This is an optimization exercise on Yosys and OpenROAD, whose aim is small area, a short achievable clock period and few clock cycles, not a production implementation.
Only simulation tests tie the RTL to the original design; equivalence was not proved.

==> flow/design.v, too long to show whole: its modules and the start of the top module <==
// module CoeffTokenDecode: 295 lines
// module TotalZeroTable_1: 2406 lines
// module RunBeforeTable: 101 lines
// module RunBeforeShort: 60 lines
// module CAVLC: 276 lines
module CAVLC (
  input  logic        Clk,           
  input  logic        nReset,        
  input  logic        Enable,        
  input  logic  [4:0] nC,            
  input  logic [15:0] Bitstream,     
  output logic        RdReq,         
  output logic [12:0] LevelOut,      
  output logic        WrReq,         
  output logic        BlockDone,     
  output logic  [4:0] TotalCoeffOut  
);
  // ...
==> flow/run.sh <==
#!/bin/bash
# synth_recipe.tcl (not shown) runs the flow's synth.tcl, then flattens the netlist and writes it again
# the make line also repeats each setting of config.mk as NAME=value (left out here)
make -C /OpenROAD-flow-scripts/flow DESIGN_CONFIG=/design/flow/config.mk WORK_HOME=/design/flow/orfs CLKGATE_MAP_FILE= SYNTH_SCRIPT=/design/flow/synth_recipe.tcl finish
==> flow/config.mk <==
export PLATFORM = sky130hd
export DESIGN_NAME = CAVLC
export DESIGN_NICKNAME = CAVLC
export VERILOG_FILES = /design/flow/design.v
export SDC_FILE = /design/flow/constraint.sdc
export NUM_CORES = 4
export LEC_CHECK = 0
export ABC_AREA = 1
export CAP_MARGIN = 20
export CORE_MARGIN = 2
export CORE_UTILIZATION = 40
export SETUP_SLACK_MARGIN = 5
export SLEW_MARGIN = 20
==> flow/constraint.sdc <==
create_clock -name core_clock -period 11.0 [get_ports {Clk}]
set_input_delay 2.2000 -clock core_clock [delete_from_list [all_inputs] [get_ports {Clk}]]
set_output_delay 2.2000 -clock core_clock [all_outputs]
set_load 0.01 [all_outputs]
==> flow_metrics.py, run 1 <==
metrics = {
    "outcome": {
        "outcome": "no timing/DRC/antenna violations",
    },
    "grt": {
        "grtUsageMet3": 0.06121,
        "globalRoute.totalOverflow": 0,
    },
    "detailed_routing": {
        "routed.top_layer": "met4",
        "vias": 18620,
        "avgViaCountPerCell": 6.396,
        "drt_first_pass_iters": 8,
    },
    "die": {
        "die_h_um": 192.1,
        "die_area_sq_mm": 0.03689,
        "tapCellCount": 455,
    },
    "final_layout": {
        "layout.cells.most_common_list": "nand2_1 (534), nor2_1 (289), inv_1 (270)",
        "nets": 2526,
        "antennaDiodeCount": 1,
    },
    "place": {
        "detailed_place.area_sq_mm": 0.01476,
    },
    "sta": {
        "worst_slack_ns": 5.031,
        "finalCriticalPeriod_ns": 5.969,
        "finalHoldWorstSlack_ns": 0.4309,
        "fin_setup_tns_ns": 0,
    },
    "worst_hold_path": {
        "min_from": "W2[0]$_DFFE_PP_",
    },
    "worst_setup_path": {
        "setup.worst_path.start": "Ptr[4]$_DFFE_PN0P_",
        "critPathKind": "flop to flop",
        "rrSetupSlack_ns": 5.03,
        "reg2reg_depth": 37,
    },
    "clock_network": {
        "holdBufCountCts": 0,
        "clkSinkCount": 98,
        "post-cts-setup-buffers": 45,
    },
    "synth": {
        "ys_warn_count": 5,
        "synthesis.instances": 2354,
        "asyncSetResetFlopFracSynth": 0.1224,
        "synth-seq-cells": 98,
        "synth.area.mux_share": 0.0007075,
    },
    "run": {
        "maxCapViolCount": 0,
    },
}
Testbench counts, summed over its fixed seeds: cycles 24,765.
==> module CAVLC, before the edit <==
module CAVLC (
  input  logic        Clk,           
  input  logic        nReset,        
  input  logic        Enable,        
  input  logic  [4:0] nC,            
  input  logic [15:0] Bitstream,     
  output logic        RdReq,         
  output logic [12:0] LevelOut,      
  output logic        WrReq,         
  output logic        BlockDone,     
  output logic  [4:0] TotalCoeffOut  
);
localparam logic [2:0] S_F0 = 3'd0,   
                       S_F1 = 3'd1,   
                       S_CT = 3'd2,   
                       S_T1 = 3'd3,   
                       S_LV = 3'd4,   
                       S_TZ = 3'd5,   
                       S_RB = 3'd6,   
                       S_FW = 3'd7;   
logic  [2:0] State, NextState;
logic [15:0] W0, W1, W2;
logic  [4:0] Ptr;
logic  [4:0] PtrBase;
logic [15:0] Win;
logic  [4:0] NumShift;
logic  [4:0] PtrSum;
logic  [4:0] TotalCoeff;
logic  [1:0] TrailingOnes;
logic        ChromaDC;
logic  [4:0] LevelIdx;       
logic        First;
logic  [2:0] SuffixLength;
logic  [3:0] ZerosLeft;
logic  [3:0] RunsLeft;
logic  [1:0] T1Cnt;
logic  [1:0] T1Signs;
logic  [7:0] Level;
logic  [4:0] CtTotalCoeff;
logic  [1:0] CtTrailingOnes;
logic  [4:0] CtLen;
logic  [3:0] TzTotalZeros, TzLen;
logic  [3:0] RbRun, RbLen;
logic  [3:0] RbLongRun, RbLongLen;
logic  [2:0] RbShortRun;
logic  [1:0] RbShortLen;
logic        RbShort;
logic  [3:0] Prefix;
logic  [3:0] Suffix4;
logic  [5:0] Suffix6;
logic        CtFit;
logic  [4:0] CtShift;
logic  [2:0] CtSigns;
logic        CtT1Write;
logic  [7:0] LevelCode;
logic        Adjust;
logic  [7:0] LevelVal;
logic  [4:0] LvLen;
logic  [2:0] NextSuffixLength;
logic        MaxCoeff;
logic        BlockEnd;
logic        LvDecode;
logic  [1:0] T1CntNext;
assign LevelOut      = {{5{Level[7]}}, Level};
assign TotalCoeffOut = TotalCoeff;
logic [30:0] Sh16;
logic [22:0] Sh8;
logic [18:0] Sh4;
logic [16:0] Sh2;
assign Sh16 = Ptr[4] ? {W1, W2[15:1]} : {W0, W1[15:1]};
assign Sh8  = Ptr[3] ? Sh16[22:0] : Sh16[30:8];
assign Sh4  = Ptr[2] ? Sh8[18:0]  : Sh8[22:4];
assign Sh2  = Ptr[1] ? Sh4[16:0]  : Sh4[18:2];
assign Win  = Ptr[0] ? Sh2[15:0]  : Sh2[16:1];
assign PtrBase = LvDecode ? {1'b0, Ptr[3:0]} + {2'b0, SuffixLength} + 5'd1 : {1'b0, Ptr[3:0]};
assign PtrSum  = PtrBase + NumShift;
assign RdReq   = Ptr[4];
CoeffTokenDecode uCoeffTokenDecode (
  .Lz          (Prefix),
  .S6          (Suffix6),
  .Win         (Win),
  .nC          (nC),
  .TotalCoeff  (CtTotalCoeff),
  .TrailingOnes(CtTrailingOnes),
  .Len         (CtLen),
  .Fit         (CtFit),
  .Shift       (CtShift),
  .Signs       (CtSigns)
);
TotalZeroTable_1 uTotalZeroTable (
  .Lz          (Prefix),
  .S           (Suffix6[5:3]),
  .TotalCoeff  (TotalCoeff[3:0]),
  .ChromaDC    (ChromaDC),
  .TotalZeros  (TzTotalZeros),
  .K           (),
  .Flat        (),
  .Len         (TzLen)
);
RunBeforeTable uRunBeforeTable (
  .Lz          (Prefix),
  .S           (Suffix6[5:3]),
  .RunBefore   (RbLongRun),
  .Len         (RbLongLen)
);
RunBeforeShort uRunBeforeShort (
  .ZerosLeft   (ZerosLeft[2:0]),
  .Bits        (Win[15:13]),
  .RunBefore   (RbShortRun),
  .Len         (RbShortLen)
);
assign RbShort = (ZerosLeft <= 4'd6);
assign RbRun   = RbShort ? {1'b0, RbShortRun} : RbLongRun;
assign RbLen   = RbShort ? {2'b0, RbShortLen} : RbLongLen;
logic        Z8, Z4, Z2, Z1;
logic [15:0] N8, N4, N2, N1;
assign Z8      = ~|Win[15:8];
assign N8      = Z8 ? {Win[7:0], 8'b0} : Win;
assign Z4      = ~|N8[15:12];
assign N4      = Z4 ? {N8[11:0], 4'b0} : N8;
assign Z2      = ~|N4[15:14];
assign N2      = Z2 ? {N4[13:0], 2'b0} : N4;
assign Z1      = ~N2[15];
assign N1      = Z1 ? {N2[14:0], 1'b0} : N2;
assign Prefix  = {Z8, Z4, Z2, Z1};
assign Suffix6 = N1[14:9];
assign Suffix4 = Suffix6[5:2];
always_comb begin
  case (SuffixLength)
    3'd0:    LevelCode = {4'd0, Prefix};
    3'd1:    LevelCode = {3'd0, Prefix, Suffix4[3]};
    3'd2:    LevelCode = {2'd0, Prefix, Suffix4[3:2]};
    3'd3:    LevelCode = {1'd0, Prefix, Suffix4[3:1]};
    default: LevelCode = {Prefix, Suffix4};
  endcase
end
assign Adjust   = First && (TrailingOnes != 2'd3);
assign LevelVal = ({1'b0, LevelCode[7:1]} +
                   {6'd0, Adjust & ~LevelCode[0], Adjust ^ ~LevelCode[0]}) ^ {8{LevelCode[0]}};
assign LvLen    = {1'b0, Prefix} + {2'b0, SuffixLength} + 5'd1;
always_comb begin
  if (SuffixLength == 3'd0)
    NextSuffixLength = (Prefix >= (Adjust ? 4'd4 : 4'd6)) ? 3'd2 : 3'd1;
  else if (SuffixLength == 3'd1 && Adjust)
    NextSuffixLength = (Prefix >= 4'd2) ? 3'd2 : 3'd1;
  else if (Prefix >= 4'd3 && SuffixLength != 3'd4)
    NextSuffixLength = SuffixLength + 3'd1;
  else
    NextSuffixLength = SuffixLength;
end
assign MaxCoeff = ChromaDC ? (TotalCoeff == 5'd4) : (TotalCoeff == 5'd16);
assign LvDecode = (State == S_LV) && (T1Cnt == 2'd0);
always_comb begin
  NextState = State;
  NumShift  = 5'd0;
  BlockEnd  = 1'b0;
  case (State)
    S_CT: begin
      NumShift = CtShift;
      if (CtTotalCoeff == 5'd0)                 BlockEnd  = 1'b1;
      else if (CtTrailingOnes != 2'd0 && !CtFit) NextState = S_T1;
      else if (CtTotalCoeff == {3'd0, CtTrailingOnes}) NextState = S_TZ;
      else                                      NextState = S_LV;
    end
    S_T1: begin
      NumShift = {3'd0, TrailingOnes};
      if (TotalCoeff == {3'd0, TrailingOnes}) NextState = S_TZ;
      else                         NextState = S_LV;
    end
    S_LV: begin
      if (LvDecode) begin
        NumShift = {1'b0, Prefix};
        if (LevelIdx + 5'd1 == TotalCoeff) begin
          if (MaxCoeff) BlockEnd  = 1'b1;
          else          NextState = S_TZ;
        end
      end
    end
    S_TZ: begin
      NumShift = {1'b0, TzLen};
      if (TzTotalZeros == 4'd0 || TotalCoeff == 5'd1) BlockEnd  = 1'b1;
      else                                            NextState = S_RB;
    end
    S_RB: begin
      NumShift = {1'b0, RbLen};
      if (ZerosLeft == RbRun || RunsLeft == 4'd1) BlockEnd = 1'b1;
    end
    S_FW: BlockEnd = 1'b1;
    default: ;
  endcase
end
assign CtT1Write = (State == S_CT) && (CtTrailingOnes != 2'd0) && CtFit;
assign T1CntNext = (State == S_T1) ? TrailingOnes - 2'd1 :
                   CtT1Write       ? CtTrailingOnes - 2'd1 :
                   (T1Cnt != 2'd0) ? T1Cnt - 2'd1 : 2'd0;
always_ff @(posedge Clk or negedge nReset)
  if (!nReset) begin
    State        <= S_F0;
    WrReq        <= 1'b0;
    BlockDone    <= 1'b0;
    Ptr          <= '0;
    T1Cnt        <= '0;
  end
  else if (!Enable) begin
    State     <= S_F0;
    WrReq     <= 1'b0;
    BlockDone <= 1'b0;
    Ptr       <= '0;
    T1Cnt     <= '0;
  end
  else begin
    WrReq     <= 1'b0;
    BlockDone <= 1'b0;
    case (State)
      S_F0: begin
        Ptr <= 5'd16;
        if (Ptr[4]) State <= S_F1;
      end
      S_F1: State <= S_CT;
      default: begin
        Ptr   <= PtrSum;
        T1Cnt <= T1CntNext;
        if (BlockEnd) begin
          if (T1CntNext == 2'd0) begin
            State     <= S_CT;
            BlockDone <= 1'b1;
          end
          else State <= S_FW;
        end
        else State <= NextState;
        if (State == S_T1 || CtT1Write) WrReq <= 1'b1;
        else if (T1Cnt != 2'd0) WrReq <= 1'b1;
        else if (LvDecode) WrReq <= 1'b1;
      end
    endcase
  end
always_ff @(posedge Clk) begin
  if (State == S_T1) T1Signs <= Win[14:13];
  else if (State == S_CT) T1Signs <= CtSigns[1:0];
  else if (T1Cnt != 2'd0) T1Signs <= {T1Signs[0], 1'b0};
  if (State == S_CT) begin
    TotalCoeff   <= CtTotalCoeff;
    TrailingOnes <= CtTrailingOnes;
    ChromaDC     <= (nC == 5'd30);
    LevelIdx     <= {3'd0, CtTrailingOnes};
    First        <= 1'b1;
    SuffixLength <= (CtTotalCoeff > 5'd10 && CtTrailingOnes != 2'd3) ? 3'd1 : 3'd0;
  end
  if (LvDecode) begin
    LevelIdx     <= LevelIdx + 5'd1;
    First        <= 1'b0;
    SuffixLength <= NextSuffixLength;
  end
  if (State == S_TZ) begin
    ZerosLeft <= TzTotalZeros;
    RunsLeft  <= TotalCoeff[3:0] - 4'd1;
  end
  if (State == S_RB) begin
    ZerosLeft <= ZerosLeft - RbRun;
    RunsLeft  <= RunsLeft - 4'd1;
  end
  if (Enable && Ptr[4]) begin
    W0 <= W1;
    W1 <= W2;
    W2 <= Bitstream;
  end
  if (State == S_T1)
    Level <= Win[15] ? 8'hFF : 8'h01;
  else if (State == S_CT)
    Level <= CtSigns[2] ? 8'hFF : 8'h01;
  else if (T1Cnt != 2'd0)
    Level <= T1Signs[1] ? 8'hFF : 8'h01;
  else
    Level <= LevelVal;
end
endmodule
==> run 2, diff against run 1 <==
--- a/flow/design.v
+++ b/flow/design.v
@@ -2907,6 +2907,9 @@
 logic  [2:0] RbShortRun;
 logic  [1:0] RbShortLen;
 logic        RbShort;
+logic  [2:0] Zl1, Rb2Run, Rb2Bits;
+logic  [1:0] Rb2Len;
+logic        RbTwo;
 logic  [3:0] Prefix;
 logic  [3:0] Suffix4;
 logic  [5:0] Suffix6;
@@ -2974,6 +2977,21 @@
 assign RbShort = (ZerosLeft <= 4'd6);
 assign RbRun   = RbShort ? {1'b0, RbShortRun} : RbLongRun;
 assign RbLen   = RbShort ? {2'b0, RbShortLen} : RbLongLen;
+assign Zl1 = ZerosLeft[2:0] - RbShortRun;
+always_comb begin
+  case (RbShortLen)
+    2'd1:    Rb2Bits = Win[14:12];
+    2'd2:    Rb2Bits = Win[13:11];
+    default: Rb2Bits = Win[12:10];
+  endcase
+end
+RunBeforeShort uRunBeforeShort2 (
+  .ZerosLeft   (Zl1),
+  .Bits        (Rb2Bits),
+  .RunBefore   (Rb2Run),
+  .Len         (Rb2Len)
+);
+assign RbTwo = RbShort && (Zl1 != 3'd0) && (RunsLeft >= 4'd2);
 logic        Z8, Z4, Z2, Z1;
 logic [15:0] N8, N4, N2, N1;
 assign Z8      = ~|Win[15:8];
@@ -3044,8 +3062,14 @@
       else                                            NextState = S_RB;
     end
     S_RB: begin
-      NumShift = {1'b0, RbLen};
-      if (ZerosLeft == RbRun || RunsLeft == 4'd1) BlockEnd = 1'b1;
+      if (RbTwo) begin
+        NumShift = {3'd0, RbShortLen} + {3'd0, Rb2Len};
+        if (Zl1 == Rb2Run || RunsLeft == 4'd2) BlockEnd = 1'b1;
+      end
+      else begin
+        NumShift = {1'b0, RbLen};
+        if (ZerosLeft == RbRun || RunsLeft == 4'd1) BlockEnd = 1'b1;
+      end
     end
     S_FW: BlockEnd = 1'b1;
     default: ;
@@ -3118,8 +3142,14 @@
     RunsLeft  <= TotalCoeff[3:0] - 4'd1;
   end
   if (State == S_RB) begin
-    ZerosLeft <= ZerosLeft - RbRun;
-    RunsLeft  <= RunsLeft - 4'd1;
+    if (RbTwo) begin
+      ZerosLeft <= {1'b0, Zl1 - Rb2Run};
+      RunsLeft  <= RunsLeft - 4'd2;
+    end
+    else begin
+      ZerosLeft <= ZerosLeft - RbRun;
+      RunsLeft  <= RunsLeft - 4'd1;
+    end
   end
   if (Enable && Ptr[4]) begin
     W0 <= W1;
==> flow_metrics.py, run 2 <==
metrics = {
    "outcome": {
        "outcome": "no timing/DRC/antenna violations",
    },
    "sta": {
        "worst_pin_slew_ns": 1.005,
        "skew_ns": 0.01843,
        "finalHoldWorstSlack_ns": 0.4445,
        "finalSetupViolations": 0,
        "unrepaired_setup_endpoints_after_global_routing": "true",
        "min_period_over_period": 0.5540,
        "final_hold_viol_count": 0,
        "maxSlewHeadroom": 0.3240,
        "finalCriticalPeriod_ns": 6.094,
        "max_freq_ghz": 0.1641,
        "worst_slack_ns": 4.906,
        "fin_setup_tns_ns": 0,
        "max_slew_vio_count": 0,
    },
    "synth": {
        "post_synth_top_flop": "edfxtp_1",
        "cell_taking_the_most_area_after_synthesis": "nand2_1",
        "synth_nets": 2495,
        "synth_enable_flop_cells": 74,
        "synth.most_common_cell": "nand2_1",
        "ys_warn_count": 5,
        "post_synth.cell_area_avg_sq_um": 5.975,
        "synth_commonest_cells": "nand2_1 (603), nor2_1 (291), inv_1 (287)",
        "seq_area_frac_synth": 0.1923,
        "post-synth-top-area-fraction": 0.1575,
        "ys_top_cells_by_area": "nand2_1 (16%), edfxtp_1 (15%), nand3_1 (9.2%), nor2_1 (7.6%), inv_1 (7.5%)",
        "synth_cell_type_count": 66,
        "synth-seq-cells": 98,
        "synthesis.instances": 2405,
        "asyncSetResetFlopFracSynth": 0.1224,
        "netlist_area_before_placement_sq_mm": 0.01437,
    },
    "clock_network": {
        "cts_inserted_buffers": 9,
        "htree_levels": 3,
        "worst_setup_hold_path_clk_slew_ns": 0.07,
        "cts_tree": "done",
        "ctsLongestPathBuffers": 2,
        "clock_latency_ns": 0.38,
        "cts_root_buf": "clkbuf_16",
        "clkSinkCount": 98,
    },
    "grt": {
        "globalRoute.totalOverflow": 0,
        "global_route_wire_length_before_repair_um": 110200,
        "number_of_global_route_vias_before_repair": 17540,
        "grt_start_max_net_pins": 49,
        "grt_util_all_layers": 0.3875,
        "initial_antenna_violation_count": 1,
    },
    "worst_setup_path": {
        "worstReg2RegStart": "Ptr[4]$_DFFE_PN0P_",
        "worstPathRequired_ns": 11.26,
        "crit-reg2reg-capture": "Ptr[4]$_DFFE_PN0P_",
        "cp_data_arrival_time_ns": 6.35,
        "reg2reg_depth": 31,
        "cp_max_stage_delay_ns": 0.59,
        "rrSetupSlack_ns": 4.91,
        "setup.worst_path.end": "Ptr[4]$_DFFE_PN0P_",
        "cp_slowest_cell": "fa_2",
        "critPathKind": "flop to flop",
        "critPathCaptureType": "flop",
        "setup.worst_path.start": "Ptr[4]$_DFFE_PN0P_",
        "startpoint_type_of_the_worst_setup_path": "flop",
        "worst-path-max-fanout": 12,
    },
    "final_layout": {
        "share_of_layout_cells_above_drive_strength_1": 0.1663,
        "layout.cells.most_common_list": "nand2_1 (567), nor2_1 (273), inv_1 (267)",
        "reg.largest.list": "W0: 16 flops, W1: 16 flops, W2: 16 flops",
        "nets": 2629,
        "layout_commonest_cell": "nand2_1",
        "post-route-util": 0.4956,
        "layout.area.seq_sq_mm": 0.002779,
        "layout_area_overhead_pct": 22.38,
        "multiInputGateArea_sq_mm": 0.01097,
        "num-fill-cells": 3757,
    },
    "detailed_routing": {
        "avgViaCountPerCell": 6.332,
        "drtAntennaViolNets": 0,
        "dr.first_iter.drc_count": 2736,
        "drt_first_pass_iters": 8,
        "routedWlPerCell_um": 25.34,
        "vias": 19030,
        "drt-total-wl_um": 76180,
        "drc": 0,
    },
    "die": {
        "die_area_sq_mm": 0.03745,
        "die_w_um": 193.5,
        "boundaryPins": 45,
        "core_region_area_sq_mm": 0.03548,
        "start_util": 0.4050,
        "total_number_of_placement_rows": 69,
        "die_h_um": 193.5,
    },
    "place": {
        "routability_driven_placement_congestion_ratio": 1.081,
        "detailedPlacementHpwl_um": 58370,
        "buffer_ports.inserted": 44,
        "post_place_setup_slack_ns": 2.493,
    },
    "worst_hold_path": {
        "min_path_type": "flop to flop",
    },
    "run": {
        "maxCapViolCount": 0,
    },
}
-- run 2: cell count changes after synthesis, moves of 8 or more --
cell	previous run	this run
nand2_1	560	603
o21ai_0	117	157
nor2_1	313	291
o21ai_1	29	13
nand4_1	127	113
ha_1	47	58
nor4_1	33	23
a21oi_1	79	88
inv_2	25	16
nand2_4	20	11
nand3_1	255	263
nor2_2	17	9
-- run 2: layout make-up --
cell class / count / share of cell area
Multi-Input combinational cell: 1925 / 0.6236
Sequential cell: 98 / 0.1580
Timing Repair Buffer: 192 / 0.09378
Inverter: 310 / 0.07258
Tap cell: 461 / 0.03280
Clock buffer: 10 / 0.01302
Clock inverter: 6 / 0.004198
Timing Repair inverter: 3 / 0.001850
Antenna cell: 1 / 0.0001423
-- run 2: cell families (layout without fill, tap and decap cells) --
kind of cell / count (synthesis) / in the layout / synth area share
and+or+nand+nor: 1443 / 1445 / 0.4541
buffers and inverters: 384 / 521 / 0.1145
AOI/OAI and AO/OA: 383 / 383 / 0.1586
DFF: 98 / 98 / 0.1923
adders and majority gates: 66 / 66 / 0.06165
xor gates and xnor gates: 31 / 31 / 0.01890
other: 0 / 1 / 0
-- run 2: critical path: cells and delay by family, from the launching register on --
| family | cells | cell delay (ns) |
|---|---|---|
| flops | 1 | 0.54 |
| simple gates | 6 | 0.56 |
| buf+inv | 6 | 0.70 |
| compound gates | 12 | 2.10 |
| xor+xnor | 1 | 0.18 |
| fa+ha+maj | 6 | 1.87 |
-- run 2: through the flow --
step                      cells  instance area (sq um)
after global placement     2849                  15010
after detailed placement   2849                  15010
final                      3006                  17580
after floorplan            2405                  14370
after CTS                  2925                  16290
after global routing       3005                  17580
-- run 2: what timing repair did --
item | CTS | global route
gates resized for setup | 131 | 164
hold buffers | 0 | 0
pin swaps | 32 | 68
setup endpoints to repair | 46 | 19
cloned | 2 | 4
buffers inserted | 58 | 76
-- run 2: metal layers --
metal  global-route usage  up-vias  share of wire
li1                     -     8455              -
met1               0.4816     8986           0.38
met2               0.6074     1265           0.44
met3              0.06712      328          0.093
met4               0.2771        0          0.081
met5                    0        -              0
-- run 2: how the worst min path moves through the flow --
stage	to	slack [ns]	cells past startpoint	startpoint
after floorplan	W1[0]$_DFFE_PP_	0.40	0	W2[0]$_DFFE_PP_
after global placement	W1[0]$_DFFE_PP_	0.40	0	W2[0]$_DFFE_PP_
after detailed placement	W1[0]$_DFFE_PP_	0.43	0	W2[0]$_DFFE_PP_
after CTS	W1[0]$_DFFE_PP_	0.44	0	W2[0]$_DFFE_PP_
after global routing	W1[0]$_DFFE_PP_	0.46	0	W2[0]$_DFFE_PP_
final	W1[0]$_DFFE_PP_	0.44	0	W2[0]$_DFFE_PP_
Testbench counts of run 2, summed over its fixed seeds: cycles 23,168.
==> run 3, diff against run 2 <==
--- a/flow/design.v
+++ b/flow/design.v
@@ -2898,6 +2898,8 @@
 logic  [1:0] T1Cnt;
 logic  [1:0] T1Signs;
 logic  [7:0] Level;
+logic  [7:0] Q0;
+logic        QFull, QPush;
 logic  [4:0] CtTotalCoeff;
 logic  [1:0] CtTrailingOnes;
 logic  [4:0] CtLen;
@@ -3029,7 +3031,7 @@
     NextSuffixLength = SuffixLength;
 end
 assign MaxCoeff = ChromaDC ? (TotalCoeff == 5'd4) : (TotalCoeff == 5'd16);
-assign LvDecode = (State == S_LV) && (T1Cnt == 2'd0);
+assign LvDecode = (State == S_LV) && (T1Cnt == 2'd0 || !QFull);
 always_comb begin
   NextState = State;
   NumShift  = 5'd0;
@@ -3079,6 +3081,7 @@
 assign T1CntNext = (State == S_T1) ? TrailingOnes - 2'd1 :
                    CtT1Write       ? CtTrailingOnes - 2'd1 :
                    (T1Cnt != 2'd0) ? T1Cnt - 2'd1 : 2'd0;
+assign QPush = LvDecode && (T1Cnt != 2'd0 || QFull);
 always_ff @(posedge Clk or negedge nReset)
   if (!nReset) begin
     State        <= S_F0;
@@ -3086,6 +3089,7 @@
     BlockDone    <= 1'b0;
     Ptr          <= '0;
     T1Cnt        <= '0;
+    QFull        <= 1'b0;
   end
   else if (!Enable) begin
     State     <= S_F0;
@@ -3093,6 +3097,7 @@
     BlockDone <= 1'b0;
     Ptr       <= '0;
     T1Cnt     <= '0;
+    QFull     <= 1'b0;
   end
   else begin
     WrReq     <= 1'b0;
@@ -3106,8 +3111,9 @@
       default: begin
         Ptr   <= PtrSum;
         T1Cnt <= T1CntNext;
+        QFull <= (T1Cnt != 2'd0) ? (QFull | LvDecode) : (QFull & LvDecode);
         if (BlockEnd) begin
-          if (T1CntNext == 2'd0) begin
+          if (T1CntNext == 2'd0 && !((T1Cnt != 2'd0) ? (QFull | LvDecode) : (QFull & LvDecode))) begin
             State     <= S_CT;
             BlockDone <= 1'b1;
           end
@@ -3115,7 +3121,7 @@
         end
         else State <= NextState;
         if (State == S_T1 || CtT1Write) WrReq <= 1'b1;
-        else if (T1Cnt != 2'd0) WrReq <= 1'b1;
+        else if (T1Cnt != 2'd0 || QFull) WrReq <= 1'b1;
         else if (LvDecode) WrReq <= 1'b1;
       end
     endcase
@@ -3162,7 +3168,10 @@
     Level <= CtSigns[2] ? 8'hFF : 8'h01;
   else if (T1Cnt != 2'd0)
     Level <= T1Signs[1] ? 8'hFF : 8'h01;
+  else if (QFull)
+    Level <= Q0;
   else
     Level <= LevelVal;
+  if (QPush) Q0 <= LevelVal;
 end
 endmodule
==> flow_metrics.py, run 3 <==
metrics = {
    "worst_setup_path": {
        "cp_data_arrival_time_ns": 6.30,
        "critPathKind": "flop to flop",
        "cp_slowest_cell": "dfrtp_2",
        "cp_common_cell": "nand2_1",
        "critPathCaptureType": "flop",
        "worst-path-max-fanout": 7,
        "critical_path.n_buffers_inverters": 8,
        "cp_max_stage_delay_ns": 0.47,
        "rrSetupSlack_ns": 4.98,
        "startpoint_type_of_the_worst_setup_path": "flop",
        "worstPathRequired_ns": 11.27,
        "path_delay_family": "simple AND/OR/NAND/NOR gates",
    },
    "synth": {
        "seq_area_frac_synth": 0.2024,
        "synth_cell_type_count": 65,
        "synth_nets": 2611,
        "synth.most_common_cell": "nand2_1",
        "cell_taking_the_most_area_after_synthesis": "edfxtp_1",
        "synth_enable_flop_cells": 82,
        "post_synth.cell_area_avg_sq_um": 5.935,
        "asyncSetResetFlopFracSynth": 0.1215,
        "post-synth-top-area-fraction": 0.1646,
        "synthesis.instances": 2521,
        "synth-seq-cells": 107,
        "netlist_area_before_placement_sq_mm": 0.01496,
        "post_synth_top_flop": "edfxtp_1",
        "synth_commonest_cells": "nand2_1 (621), nor2_1 (349), inv_1 (311)",
        "ys_warn_count": 5,
        "ys_top_cells_by_area": "edfxtp_1 (16%), nand2_1 (16%), nand3_1 (9.0%), nor2_1 (8.8%), inv_1 (7.8%)",
    },
    "sta": {
        "finalCriticalPeriod_ns": 6.024,
        "maxSlewHeadroom": 0.3218,
        "skew_ns": 0.02289,
        "unrepaired_setup_endpoints_after_global_routing": "true",
        "max_slew_vio_count": 0,
        "min_period_over_period": 0.5477,
        "finalSetupViolations": 0,
        "fin_setup_tns_ns": 0,
        "final_hold_viol_count": 0,
        "finalHoldWorstSlack_ns": 0.4294,
        "max_freq_ghz": 0.1660,
        "worst_pin_slew_ns": 1.017,
    },
    "die": {
        "total_number_of_placement_rows": 70,
        "core_region_area_sq_mm": 0.03670,
        "boundaryPins": 45,
        "die_area_sq_mm": 0.03897,
        "start_util": 0.4077,
        "die_h_um": 197.4,
        "die_w_um": 197.4,
    },
    "clock_network": {
        "clock_latency_ns": 0.40,
        "cts_root_buf": "clkbuf_16",
        "worst_setup_hold_path_clk_slew_ns": 0.09,
        "holdBufCountCts": 0,
        "ctsLongestPathBuffers": 2,
        "htree_levels": 3,
        "cts_inserted_buffers": 9,
        "clkSinkCount": 107,
        "cts_tree": "done",
    },
    "outcome": {
        "outcome": "no timing/DRC/antenna violations",
    },
    "place": {
        "detailed_place.area_sq_mm": 0.01564,
        "detailedPlacementHpwl_um": 60950,
        "buffer_ports.inserted": 44,
        "routability_driven_placement_congestion_ratio": 1.126,
    },
    "final_layout": {
        "post-route-util": 0.5151,
        "reg.largest.list": "W0: 16 flops, W1: 16 flops, W2: 16 flops",
        "layout.cells.most_common_list": "nand2_1 (568), nor2_1 (300), inv_1 (284)",
        "layout_commonest_cell": "nand2_1",
        "antennaDiodeCount": 0,
        "layout_area_overhead_pct": 26.34,
        "nets": 2788,
        "share_of_layout_cells_above_drive_strength_1": 0.1935,
        "stdcell_area_sq_mm": 0.01890,
    },
    "grt": {
        "number_of_global_route_vias_before_repair": 18300,
        "grt_util_all_layers": 0.4035,
        "globalRoute.totalOverflow": 0,
        "grt_start_max_net_pins": 49,
        "global_route_wire_length_before_repair_um": 116800,
        "initial_antenna_violation_count": 0,
    },
    "detailed_routing": {
        "routedWlPerCell_um": 26.09,
        "drc": 0,
        "vias": 20340,
        "drtAntennaViolNets": 0,
        "dr.first_iter.drc_count": 3063,
        "drt-total-wl_um": 82740,
        "drt_first_pass_iters": 9,
        "avgViaCountPerCell": 6.414,
    },
    "run": {
        "maxCapViolCount": 0,
    },
    "worst_hold_path": {
        "min_path_type": "flop to flop",
    },
}
run 3: cell types whose count changed in the layout (fill, tap and decap cells not counted), moves of 7 or more:
cell,change
o22ai_1,+7
nor2_4,+17
nand3_2,+16
a21oi_1,+8
nor2_2,+15
inv_1,+17
nand3_1,-7
nor2_1,+27
nand2_2,+13
buf_6,+7
edfxtp_1,+8
nor3_1,+13
buf_4,+31
run 3: final timing paths:
kind,start,end,depth (start not counted)
max,Ptr[4]$_DFFE_PN0P_,Ptr[4]$_DFFE_PN0P_,35
max in group asynchronous,nReset,Ptr[3]$_DFFE_PN0P_,1
min reg2reg,W2[0]$_DFFE_PP_,W1[0]$_DFFE_PP_,0
min,W2[0]$_DFFE_PP_,W1[0]$_DFFE_PP_,0
min in group asynchronous,nReset,State[2]$_DFFE_PN0P_,1
max reg2reg,Ptr[4]$_DFFE_PN0P_,Ptr[4]$_DFFE_PN0P_,35
run 3: routing by layer:
metal	track usage	wire, um	up-vias
li1	-	-	8907
met1	0.5049	31080	9514
met2	0.6419	36440	1509
met3	0.07632	8634	408
met4	0.2492	6581	0
met5	0	0	-
run 3: kinds of logic after synthesis:
kind of cell / Yosys count / share of synthesized area
flops: 107 / 0.2024
simple gates: 1521 / 0.4548
xor+xnor: 28 / 0.01639
buf+inv: 410 / 0.1140
fa+ha+maj: 66 / 0.05921
compound gates: 389 / 0.1532
run 3: layout make-up:
type / count / area [sq um]
sequential: 107 / 3042
fill: 3759 / 17790
timing repair buffer: 238 / 2148
clock buffer: 9 / 225.2
inverter: 329 / 1354
tap: 468 / 585.6
clock inverter: 7 / 91.34
timing repair inverter: 5 / 45.04
multi-input combinational: 2008 / 11410
run 3: stage by stage:
step / setup WS [ns] / std cells
2_1_floorplan: 5.087 / 2521
3_3_place_gp: 3.153 / 2967
3_5_place_dp: 3.199 / 2967
4_1_cts: 4.972 / 3036
5_1_grt: 4.787 / 3171
6_report: 4.976 / 3171
run 3: timing repair:
| action | in CTS | in global routing |
|---|---|---|
| gates cloned | 7 | 6 |
| resized for setup | 103 | 284 |
| pin swaps | 20 | 98 |
| setup buffers | 46 | 129 |
| endpoints found under the setup margin | 43 | 26 |
Testbench counts of run 3, summed over its fixed seeds: cycles 22,308.
==> run 4, diff against run 3 <==
--- a/flow/design.v
+++ b/flow/design.v
@@ -2898,8 +2898,6 @@
 logic  [1:0] T1Cnt;
 logic  [1:0] T1Signs;
 logic  [7:0] Level;
-logic  [7:0] Q0;
-logic        QFull, QPush;
 logic  [4:0] CtTotalCoeff;
 logic  [1:0] CtTrailingOnes;
 logic  [4:0] CtLen;
@@ -2909,9 +2907,6 @@
 logic  [2:0] RbShortRun;
 logic  [1:0] RbShortLen;
 logic        RbShort;
-logic  [2:0] Zl1, Rb2Run, Rb2Bits;
-logic  [1:0] Rb2Len;
-logic        RbTwo;
 logic  [3:0] Prefix;
 logic  [3:0] Suffix4;
 logic  [5:0] Suffix6;
@@ -2919,7 +2914,6 @@
 logic  [4:0] CtShift;
 logic  [2:0] CtSigns;
 logic        CtT1Write;
-logic  [7:0] LevelCode;
 logic        Adjust;
 logic  [7:0] LevelVal;
 logic  [4:0] LvLen;
@@ -2979,21 +2973,6 @@
 assign RbShort = (ZerosLeft <= 4'd6);
 assign RbRun   = RbShort ? {1'b0, RbShortRun} : RbLongRun;
 assign RbLen   = RbShort ? {2'b0, RbShortLen} : RbLongLen;
-assign Zl1 = ZerosLeft[2:0] - RbShortRun;
-always_comb begin
-  case (RbShortLen)
-    2'd1:    Rb2Bits = Win[14:12];
-    2'd2:    Rb2Bits = Win[13:11];
-    default: Rb2Bits = Win[12:10];
-  endcase
-end
-RunBeforeShort uRunBeforeShort2 (
-  .ZerosLeft   (Zl1),
-  .Bits        (Rb2Bits),
-  .RunBefore   (Rb2Run),
-  .Len         (Rb2Len)
-);
-assign RbTwo = RbShort && (Zl1 != 3'd0) && (RunsLeft >= 4'd2);
 logic        Z8, Z4, Z2, Z1;
 logic [15:0] N8, N4, N2, N1;
 assign Z8      = ~|Win[15:8];
@@ -3007,18 +2986,42 @@
 assign Prefix  = {Z8, Z4, Z2, Z1};
 assign Suffix6 = N1[14:9];
 assign Suffix4 = Suffix6[5:2];
+assign Adjust   = First && (TrailingOnes != 2'd3);
+logic [4:0] PrefixP1, PrefixP2;
+logic [7:0] LvPos, LvNeg;
+logic       LvSign;
+assign PrefixP1 = {1'b0, Prefix} + 5'd1;
+assign PrefixP2 = {1'b0, Prefix} + 5'd2;
 always_comb begin
   case (SuffixLength)
-    3'd0:    LevelCode = {4'd0, Prefix};
-    3'd1:    LevelCode = {3'd0, Prefix, Suffix4[3]};
-    3'd2:    LevelCode = {2'd0, Prefix, Suffix4[3:2]};
-    3'd3:    LevelCode = {1'd0, Prefix, Suffix4[3:1]};
-    default: LevelCode = {Prefix, Suffix4};
+    3'd0: begin
+      LvSign = Prefix[0];
+      LvPos  = {5'd0, Prefix[3:1]} + (Adjust ? 8'd2 : 8'd1);
+      LvNeg  = ~({5'd0, Prefix[3:1]} + {7'd0, Adjust});
+    end
+    3'd1: begin
+      LvSign = Suffix6[5];
+      LvPos  = {3'd0, Adjust ? PrefixP2 : PrefixP1};
+      LvNeg  = ~{3'd0, Adjust ? PrefixP1 : {1'b0, Prefix}};
+    end
+    3'd2: begin
+      LvSign = Suffix6[4];
+      LvPos  = Suffix6[5] ? {2'd0, PrefixP1, 1'b0} : {3'd0, Prefix, 1'b1};
+      LvNeg  = ~{3'd0, Prefix, Suffix6[5]};
+    end
+    3'd3: begin
+      LvSign = Suffix6[3];
+      LvPos  = (Suffix6[5:4] == 2'b11) ? {1'd0, PrefixP1, 2'b0} : {2'd0, Prefix, Suffix6[5:4] + 2'd1};
+      LvNeg  = ~{2'd0, Prefix, Suffix6[5:4]};
+    end
+    default: begin
+      LvSign = Suffix6[2];
+      LvPos  = (Suffix6[5:3] == 3'b111) ? {PrefixP1, 3'b0} : {1'd0, Prefix, Suffix6[5:3] + 3'd1};
+      LvNeg  = ~{1'd0, Prefix, Suffix6[5:3]};
+    end
   endcase
 end
-assign Adjust   = First && (TrailingOnes != 2'd3);
-assign LevelVal = ({1'b0, LevelCode[7:1]} +
-                   {6'd0, Adjust & ~LevelCode[0], Adjust ^ ~LevelCode[0]}) ^ {8{LevelCode[0]}};
+assign LevelVal = LvSign ? LvNeg : LvPos;
 assign LvLen    = {1'b0, Prefix} + {2'b0, SuffixLength} + 5'd1;
 always_comb begin
   if (SuffixLength == 3'd0)
@@ -3031,7 +3034,7 @@
     NextSuffixLength = SuffixLength;
 end
 assign MaxCoeff = ChromaDC ? (TotalCoeff == 5'd4) : (TotalCoeff == 5'd16);
-assign LvDecode = (State == S_LV) && (T1Cnt == 2'd0 || !QFull);
+assign LvDecode = (State == S_LV) && (T1Cnt == 2'd0);
 always_comb begin
   NextState = State;
   NumShift  = 5'd0;
@@ -3064,14 +3067,8 @@
       else                                            NextState = S_RB;
     end
     S_RB: begin
-      if (RbTwo) begin
-        NumShift = {3'd0, RbShortLen} + {3'd0, Rb2Len};
-        if (Zl1 == Rb2Run || RunsLeft == 4'd2) BlockEnd = 1'b1;
-      end
-      else begin
-        NumShift = {1'b0, RbLen};
-        if (ZerosLeft == RbRun || RunsLeft == 4'd1) BlockEnd = 1'b1;
-      end
+      NumShift = {1'b0, RbLen};
+      if (ZerosLeft == RbRun || RunsLeft == 4'd1) BlockEnd = 1'b1;
     end
     S_FW: BlockEnd = 1'b1;
     default: ;
@@ -3081,7 +3078,6 @@
 assign T1CntNext = (State == S_T1) ? TrailingOnes - 2'd1 :
                    CtT1Write       ? CtTrailingOnes - 2'd1 :
                    (T1Cnt != 2'd0) ? T1Cnt - 2'd1 : 2'd0;
-assign QPush = LvDecode && (T1Cnt != 2'd0 || QFull);
 always_ff @(posedge Clk or negedge nReset)
   if (!nReset) begin
     State        <= S_F0;
@@ -3089,7 +3085,6 @@
     BlockDone    <= 1'b0;
     Ptr          <= '0;
     T1Cnt        <= '0;
-    QFull        <= 1'b0;
   end
   else if (!Enable) begin
     State     <= S_F0;
@@ -3097,7 +3092,6 @@
     BlockDone <= 1'b0;
     Ptr       <= '0;
     T1Cnt     <= '0;
-    QFull     <= 1'b0;
   end
   else begin
     WrReq     <= 1'b0;
@@ -3111,9 +3105,8 @@
       default: begin
         Ptr   <= PtrSum;
         T1Cnt <= T1CntNext;
-        QFull <= (T1Cnt != 2'd0) ? (QFull | LvDecode) : (QFull & LvDecode);
         if (BlockEnd) begin
-          if (T1CntNext == 2'd0 && !((T1Cnt != 2'd0) ? (QFull | LvDecode) : (QFull & LvDecode))) begin
+          if (T1CntNext == 2'd0) begin
             State     <= S_CT;
             BlockDone <= 1'b1;
           end
@@ -3121,7 +3114,7 @@
         end
         else State <= NextState;
         if (State == S_T1 || CtT1Write) WrReq <= 1'b1;
-        else if (T1Cnt != 2'd0 || QFull) WrReq <= 1'b1;
+        else if (T1Cnt != 2'd0) WrReq <= 1'b1;
         else if (LvDecode) WrReq <= 1'b1;
       end
     endcase
@@ -3148,14 +3141,8 @@
     RunsLeft  <= TotalCoeff[3:0] - 4'd1;
   end
   if (State == S_RB) begin
-    if (RbTwo) begin
-      ZerosLeft <= {1'b0, Zl1 - Rb2Run};
-      RunsLeft  <= RunsLeft - 4'd2;
-    end
-    else begin
-      ZerosLeft <= ZerosLeft - RbRun;
-      RunsLeft  <= RunsLeft - 4'd1;
-    end
+    ZerosLeft <= ZerosLeft - RbRun;
+    RunsLeft  <= RunsLeft - 4'd1;
   end
   if (Enable && Ptr[4]) begin
     W0 <= W1;
@@ -3168,10 +3155,7 @@
     Level <= CtSigns[2] ? 8'hFF : 8'h01;
   else if (T1Cnt != 2'd0)
     Level <= T1Signs[1] ? 8'hFF : 8'h01;
-  else if (QFull)
-    Level <= Q0;
   else
     Level <= LevelVal;
-  if (QPush) Q0 <= LevelVal;
 end
 endmodule
==> flow_metrics.py, run 4 <==
metrics = {
    "synth": {
        "netlist_area_before_placement_sq_mm": 0.01423,
        "synth-seq-cells": 98,
        "synth_enable_flop_cells": 74,
        "post_synth_top_flop": "edfxtp_1",
        "seq_area_frac_synth": 0.1941,
        "synth_cell_type_count": 68,
        "post_synth.cell_area_avg_sq_um": 5.905,
        "ys_top_cells_by_area": "edfxtp_1 (16%), nand2_1 (15%), nand3_1 (9.5%), nor2_1 (9.0%), inv_1 (7.7%)",
        "asyncSetResetFlopFracSynth": 0.1224,
        "synthesis.instances": 2410,
        "post-synth-top-area-fraction": 0.1562,
        "synth.most_common_cell": "nand2_1",
        "synth_nets": 2492,
        "ys_warn_count": 5,
        "cell_taking_the_most_area_after_synthesis": "edfxtp_1",
        "synth_commonest_cells": "nand2_1 (573), nor2_1 (343), inv_1 (293)",
    },
    "clock_network": {
        "cts_root_buf": "clkbuf_16",
        "worst_setup_hold_path_clk_slew_ns": 0.08,
        "clkSinkCount": 98,
        "cts_tree": "done",
        "htree_levels": 3,
        "ctsLongestPathBuffers": 2,
        "cts_inserted_buffers": 9,
        "holdBufCountCts": 0,
        "clock_latency_ns": 0.38,
    },
    "sta": {
        "final_hold_viol_count": 0,
        "max_slew_vio_count": 0,
        "unrepaired_setup_endpoints_after_global_routing": "true",
        "min_period_over_period": 0.5438,
        "finalSetupViolations": 0,
        "worst_slack_ns": 5.018,
        "maxSlewHeadroom": 0.3118,
        "skew_ns": 0.01309,
        "finalCriticalPeriod_ns": 5.982,
        "fin_setup_tns_ns": 0,
        "max_freq_ghz": 0.1672,
        "worst_pin_slew_ns": 1.024,
    },
    "worst_hold_path": {
        "min_path_type": "flop to flop",
    },
    "die": {
        "die_w_um": 192.6,
        "die_h_um": 192.6,
        "total_number_of_placement_rows": 69,
        "core_region_area_sq_mm": 0.03531,
        "die_area_sq_mm": 0.03710,
        "boundaryPins": 45,
        "start_util": 0.4030,
    },
    "detailed_routing": {
        "drt_first_pass_iters": 8,
        "avgViaCountPerCell": 6.362,
        "dr.first_iter.drc_count": 2758,
        "drc": 0,
        "routedWlPerCell_um": 25.99,
        "drt-total-wl_um": 77800,
        "drtAntennaViolNets": 0,
        "vias": 19050,
    },
    "worst_setup_path": {
        "worstPathRequired_ns": 11.26,
        "cp_data_arrival_time_ns": 6.25,
        "critPathKind": "flop to flop",
        "worst-path-max-fanout": 16,
        "startpoint_type_of_the_worst_setup_path": "flop",
        "critPathCaptureType": "flop",
        "cp_slowest_cell": "nor4_1",
        "cp_max_stage_delay_ns": 0.66,
    },
    "outcome": {
        "outcome": "no timing/DRC/antenna violations",
    },
    "grt": {
        "number_of_global_route_vias_before_repair": 17330,
        "initial_antenna_violation_count": 1,
        "global_route_wire_length_before_repair_um": 112500,
        "globalRoute.totalOverflow": 0,
        "grt_util_all_layers": 0.4119,
        "grt_start_max_net_pins": 49,
    },
    "place": {
        "routability_driven_placement_congestion_ratio": 1.060,
        "buffer_ports.inserted": 44,
        "post_place_setup_slack_ns": 2.814,
        "detailedPlacementHpwl_um": 59290,
    },
    "final_layout": {
        "layout_commonest_cell": "nand2_1",
        "reg.largest.list": "W0: 16 flops, W1: 16 flops, W2: 16 flops",
        "layout_area_overhead_pct": 22.24,
        "layout.cells.most_common_list": "nand2_1 (544), nor2_1 (312), inv_1 (268)",
        "antennaDiodeCount": 0,
        "share_of_layout_cells_above_drive_strength_1": 0.1575,
        "num-fill-cells": 3757,
        "nets": 2610,
    },
    "run": {
        "maxCapViolCount": 0,
    },
}
==> run 4: changes by cell type in the layout (fill, tap and decap cells not counted), moves of 10 or more <==
cell and delta:
nand2_2 -18, a21oi_1 -11, nand3_1 +10, o21ai_0 -22, nor2_1 +12, buf_4 -52, nand3_2 -10, nand2_1 -24
inv_1 -16, nor2_4 -17
==> run 4: logic make-up after synthesis <==
family	after synthesis	synth area share
buffers and inverters	393	0.1145
AOI/OAI and AO/OA	381	0.1656
and+or+nand+nor	1459	0.4591
xor gates and xnor gates	19	0.01169
adders and majority gates	58	0.05364
DFF	98	0.1941
muxes	2	0.001407
==> run 4: worst paths after layout <==
kind                                    start                 end  slack, ns  depth (start not counted)
setup / recovery           Ptr[4]$_DFFE_PN0P_  Ptr[4]$_DFFE_PN0P_       5.02                         33
hold / removal                W2[0]$_DFFE_PP_     W1[0]$_DFFE_PP_       0.43                          0
setup reg to reg           Ptr[4]$_DFFE_PN0P_  Ptr[4]$_DFFE_PN0P_       5.02                         33
hold reg to reg               W2[0]$_DFFE_PP_     W1[0]$_DFFE_PP_       0.43                          0
max in group asynchronous              nReset  Ptr[3]$_DFFE_PN0P_       8.38                          1
min in group asynchronous              nReset  Ptr[2]$_DFFE_PN0P_       2.19                          1
==> run 4: what timing repair did <==
| item | in CTS | in global routing |
|---|---|---|
| endpoints found under the setup margin | 31 | 24 |
| buffers inserted | 56 | 56 |
| pin swaps | 37 | 55 |
| cloned | 6 | 3 |
| resized for setup | 140 | 143 |
==> run 4: final cells by class <==
| type | count | area [sq um] | area share |
|---|---|---|---|
| Timing Repair inverter | 2 | 13.76 | 0.0007913 |
| Multi-Input combinational cell | 1923 | 10770 | 0.6194 |
| Sequential cell | 98 | 2776 | 0.1596 |
| Timing Repair Buffer | 178 | 1639 | 0.09423 |
| Inverter | 316 | 1295 | 0.07445 |
| Clock inverter | 7 | 93.84 | 0.005395 |
| Tap cell | 461 | 576.8 | 0.03316 |
| Clock buffer | 9 | 225.2 | 0.01295 |
==> run 4: metal layers <==
metal	up-vias	track usage	share of wire
met1	8800	0.5467	0.39
met5	-	0	0.00012
met3	375	0.08001	0.11
li1	8474	-	-
met4	2	0.2551	0.082
met2	1398	0.6125	0.41
==> run 4: critical path: cells and delay by family (launching register included) <==
family | cells | cell delay (ns)
AO/OA/AOI/OAI | 6 | 0.99
XOR/XNOR | 1 | 0.10
adder cells (fa/ha/maj) | 2 | 0.40
buffers and inverters | 8 | 1.13
flip-flops | 1 | 0.45
AND/OR/NAND/NOR | 16 | 2.74
==> run 4: through the flow <==
stage          cell area, sq um  std cells  hold slack [ns]    util
2_1_floorplan             14230       2410           0.4003       -
3_3_place_gp              14950       2857           0.4118  0.4235
3_5_place_dp              14950       2857           0.4201  0.4235
4_1_cts                   16390       2935           0.4376  0.4641
5_1_grt                   17390       2994           0.4368  0.4926
6_report                  17390       2994           0.4322  0.4926
Testbench counts of run 4, summed over its fixed seeds: cycles 24,765.

==> static timing again, ports no longer ideal <==
The results above use ideal ports. As a check the final layouts listed here were re-extracted and re-timed, cells and wires unchanged. Step 1, drivers: a clkbuf_16 drives Clk and a buf_2 each remaining input, both assumed. Step 2 moves the port delays by t, midway between the first and last clock arrival at a register: inputs arrive t later, outputs are due t later. That takes back most of the time a late clock gives input paths. a / b / c = ideal ports / drivers / drivers and shift; a / b = the first two.
| run | t (ns) | setup WS [ns] | worst register clock-pin slew, ns |
|---|---|---|---|
| run 1 | 0.399 | 5.031 / 5.031 / 4.689 | 0.08 / 0.08 |
| run 2 | 0.424 | 4.906 / 4.906 / 4.569 | 0.08 / 0.08 |
| run 3 | 0.442 | 4.976 / 4.976 / 4.762 | 0.10 / 0.10 |
| run 4 | 0.420 | 5.018 / 5.018 / 4.710 | 0.08 / 0.08 |
After both steps setup and hold are still met in every run listed. For run 1, which loses most, drivers alone change the setup slack by 0.000 ns; drivers and shift together by -0.342 ns.
